Source: an optimization exercise on an open RTL-to-GDS flow (aim: small area, a short achievable clock period and few clock cycles). Production flows keep margins and buffers that such runs may drop.
At most, simulation tests tie the RTL to the original design; equivalence was not proved.
Power and IR drop assume default switching activity.

==> module ALU, before the edit <==
module ALU(
    input wire clk,
    input wire rst_n,
    input wire [7:0] A,
    input wire [7:0] B,
    input wire start,
    input wire [2:0] opcode,
    output wire [15:0] result,
    output wire done
);
    reg [15:0] P;        
    reg        busy;     
    reg        done_r;
    reg [2:0]  cnt;
    wire mul  = opcode[2];
    wire zero = ~(|A) | ~(|B);
    wire ones = (&A) | (&B);
    wire [7:0] X = busy ? P[15:8] : B;
    wire [7:0] Y = A & {8{~busy | P[0]}};
    wire [8:0] S = {1'b0, X} + {1'b0, Y};
    always @(posedge clk) begin
        if (busy)
            P <= {S, P[7:1]};
        else if (mul)
            P <= zero ? 16'h0000 :
                 ones ? {S[7:0], ~S[7:0]} :
                        {1'b0, A & {8{B[0]}}, B[7:1]};
        else case (opcode[1:0])
            2'b01:   P <= {7'h00, S};
            2'b10:   P <= {8'h00, X & Y};
            2'b11:   P <= {8'h00, X ^ Y};
            default: P <= 16'h0000;
        endcase
    end
    always @(posedge clk) begin
        if (~rst_n) begin
            busy   <= 1'b0;
            done_r <= 1'b0;
        end else begin
            busy   <= start;
            done_r <= start & (busy ? (mul & (cnt == 3'd6)) : (~mul | zero | ones));
        end
        cnt <= busy ? cnt + 3'd1 : 3'd0;
    end
    assign result = P;
    assign done   = done_r;
endmodule
==> flow/config.mk <==
export PLATFORM = sky130hd
export DESIGN_NAME = ALU
export DESIGN_NICKNAME = ALU
export VERILOG_FILES = /design/flow/design.v
export SDC_FILE = /design/flow/constraint.sdc
export NUM_CORES = 4
export LEC_CHECK = 0
export ABC_AREA = 1
export CAP_MARGIN = 20
export CORE_MARGIN = 2
export CORE_UTILIZATION = 40
export SETUP_SLACK_MARGIN = 2.75
export SLEW_MARGIN = 20
==> flow/constraint.sdc <==
create_clock -name core_clock -period 5.0 [get_ports {clk}]
set_input_delay 1.0000 -clock core_clock [delete_from_list [all_inputs] [get_ports {clk}]]
set_output_delay 1.0000 -clock core_clock [all_outputs]
set_load 0.01 [all_outputs]
standard.sh (not shown) runs the stock make flow with config.mk's settings and CLKGATE_MAP_FILE= SYNTH_SCRIPT=/design/flow/synth_recipe.tcl, a recipe that flattens the netlist after the stock synthesis.
==> flow/flow/run.sh <==
#!/bin/bash
# The standard layout, with the port buffers made from small buffers
# (sky130_fd_sc_hd__buf_2) instead of the delay buffers buffer_ports picks.
set -euo pipefail
export BUFFER_PORTS_ARGS="-buffer_cell sky130_fd_sc_hd__buf_2"
export ADDER_MAP_FILE=
bash standard.sh > standard.log 2>&1
Testbench counts at the start, summed over its fixed seeds: cycles 16,520.
Change:
--- a/flow/design.v
+++ b/flow/design.v
@@ -10,7 +10,7 @@
 );
     reg [15:0] P;        
-    reg        busy;     
+    reg [2:0]  st;       
     reg        done_r;
-    reg [2:0]  cnt;
+    wire busy = ~&st;
     wire mul  = opcode[2];
     wire zero = ~(|A) | ~(|B);
@@ -34,12 +34,12 @@
     end
     always @(posedge clk) begin
-        if (~rst_n) begin
-            busy   <= 1'b0;
+        if (~rst_n | ~start)
+            st <= 3'd7;
+        else
+            st <= st + 3'd1;
+        if (~rst_n)
             done_r <= 1'b0;
-        end else begin
-            busy   <= start;
-            done_r <= start & (busy ? (mul & (cnt == 3'd6)) : (~mul | zero | ones));
-        end
-        cnt <= busy ? cnt + 3'd1 : 3'd0;
+        else
+            done_r <= start & (busy ? (st == 3'd6) : (~mul | zero | ones));
     end
     assign result = P;
=>
- The changed run went through all stages and came out clean
- total power grows by 50%
- cell count grows by 6.2%
- final area grows by 12%
- setup slack gets worse by 0.12 ns
- die area shrinks by 2.9%
- global-route usage grows by 3.7 points
- combinational power grows by 94%
- clock power grows by 40%
- hold slack stays flat
- fmax shrinks by 5.4%
- core utilization grows by 6.9 points
- routed wire length grows by 13%
Only the layout flow was run in the second run of this note; the RTL was not checked for function there.

Another version of the RTL of ALU (not shown whole).
For scale: ~1900 sq um of cells after synthesis.
==> module ALU, before the edit <==
module ALU(
    input wire clk,
    input wire rst_n,
    input wire [7:0] A,
    input wire [7:0] B,
    input wire start,
    input wire [2:0] opcode,
    output wire [15:0] result,
    output wire done
);
    reg [15:0] P;        
    reg        busy;     
    reg        done_r;
    reg [2:0]  cnt;
    wire mul  = opcode[2];
    wire zero = ~(|A) | ~(|B);
    wire ones = (&A) | (&B);
    wire [7:0] X = busy ? P[15:8] : B;
    wire [7:0] Y = A & {8{~busy | P[0]}};
    wire [8:0] S = {1'b0, X} + {1'b0, Y};
    wire [7:0] p = X ^ Y;
    wire [7:0] c = S[7:0] ^ p;               
    wire m_ones = mul & ~zero & ones;
    wire m_gen  = mul & ~zero & ~ones;
    wire is_and = ~mul & (opcode[1:0] == 2'b10);
    wire use_c  = ~mul & opcode[0] & ~opcode[1] | m_ones;
    wire [7:0] lo = is_and ? (X & Y) : ((p ^ (c & {8{use_c}})) ^ {8{m_ones}});
    wire [7:0] hi = m_ones ? S[7:0] : {7'h00, S[8] & ~mul & opcode[0] & ~opcode[1]};
    always @(posedge clk) begin
        if (busy)
            P <= {S, P[7:1]};
        else if (m_gen)
            P <= {1'b0, A & {8{B[0]}}, B[7:1]};
        else if (mul & zero)
            P <= 16'h0000;
        else
            P <= {hi, lo};
    end
    always @(posedge clk) begin
        if (~rst_n) begin
            busy   <= 1'b0;
            done_r <= 1'b0;
        end else begin
            busy   <= start;
            done_r <= start & (busy ? (mul & (cnt == 3'd6)) : (~mul | zero | ones));
        end
        cnt <= busy ? cnt + 3'd1 : 3'd0;
    end
    assign result = P;
    assign done   = done_r;
endmodule
export LEC_CHECK = 0
export ABC_AREA = 1
export CAP_MARGIN = 20
export CORE_MARGIN = 2
export CORE_UTILIZATION = 40
export SETUP_SLACK_MARGIN = 2.8
export SLEW_MARGIN = 20
create_clock -name core_clock -period 5.0 [get_ports {clk}]
Scripts as last shown in full above: flow/flow/run.sh
Change:
==> flow/design.v (replaced) <==
module ALU(
    input wire clk,
    input wire rst_n,
    input wire [7:0] A,
    input wire [7:0] B,
    input wire start,
    input wire [2:0] opcode,
    output wire [15:0] result,
    output wire done
);
    reg [15:0] P;        
    reg        busy;     
    reg        done_r;
    reg [2:0]  cnt;
    wire mul  = opcode[2];
    wire zero = ~(|A) | ~(|B);
    wire ones = (&A) | (&B);
    wire [7:0] X = busy ? P[15:8] : B;
    wire [7:0] Y = A & {8{~busy | P[0]}};
    wire [8:0] S = {1'b0, X} + {1'b0, Y};
    always @(posedge clk) begin
        if (busy)
            P <= {S, P[7:1]};
        else if (mul)
            P <= zero ? 16'h0000 :
                 ones ? {S[7:0], ~S[7:0]} :
                        {1'b0, A & {8{B[0]}}, B[7:1]};
        else case (opcode[1:0])
            2'b01:   P <= {7'h00, S};
            2'b10:   P <= {8'h00, X & Y};
            2'b11:   P <= {8'h00, X ^ Y};
            default: P <= 16'h0000;
        endcase
    end
    always @(posedge clk) begin
        if (~rst_n) begin
            busy   <= 1'b0;
            done_r <= 1'b0;
        end else begin
            busy   <= start;
            done_r <= start & (busy ? (mul & (cnt == 3'd6)) : (~mul | zero | ones));
        end
        cnt <= busy ? cnt + 3'd1 : 3'd0;
    end
    assign result = P;
    assign done   = done_r;
endmodule
=>
- total power decreases by 11%
- setup slack improved by 0.11 ns
- via count goes down by 12%
- routed wire length went down by 16%
- hold slack loses 0.0050 ns
- design area came out lower by 18%
- global-route usage is lower by 2.6 points
Testbench counts after the change, summed over its fixed seeds: cycles 16,520.
For the first run of this note, only the layout was checked, not whether the RTL still works.

==> what the ideal ports hide <==
Ports are ideal in the flow. The routed layouts listed here were re-timed in OpenROAD. Step 1 (the two cells are an assumption about what drives the block):
set clk [get_ports {clk}]
set_driving_cell -lib_cell sky130_fd_sc_hd__clkbuf_16 $clk
set_driving_cell -lib_cell sky130_fd_sc_hd__buf_2 [delete_from_list [all_inputs] $clk]
Step 2, shift: input delay + t, output delay - t, t = (earliest + latest rising clock arrival at the registers) / 2. This alone moves slack from input paths to output paths. Three values: no drivers, after step 1, after step 2; two values: the first two.
| run | t (ns) | setup slack, ns | clock arrival spread, ns | slew at the worst register clock pin (ns) |
|---|---|---|---|---|
| the first run of note 1 | 0.298 | 2.851 / 2.854 / 2.556 | 0.006 / 0.005 | 0.09 / 0.09 |
| the second run of note 1 | 0.294 | 2.727 / 2.730 / 2.436 | 0.004 / 0.004 | 0.09 / 0.09 |
| the first run of note 2 | 0.293 | 2.762 / 2.721 / 2.428 | 0.012 / 0.013 | 0.09 / 0.09 |
| the second run of note 2 | 0.299 | 2.875 / 2.878 / 2.578 | 0.003 / 0.003 | 0.09 / 0.09 |
After both steps every run listed still meets setup and hold. For the first run of note 2, which loses most, drivers alone change the setup slack by -0.041 ns; drivers and shift together by -0.334 ns.
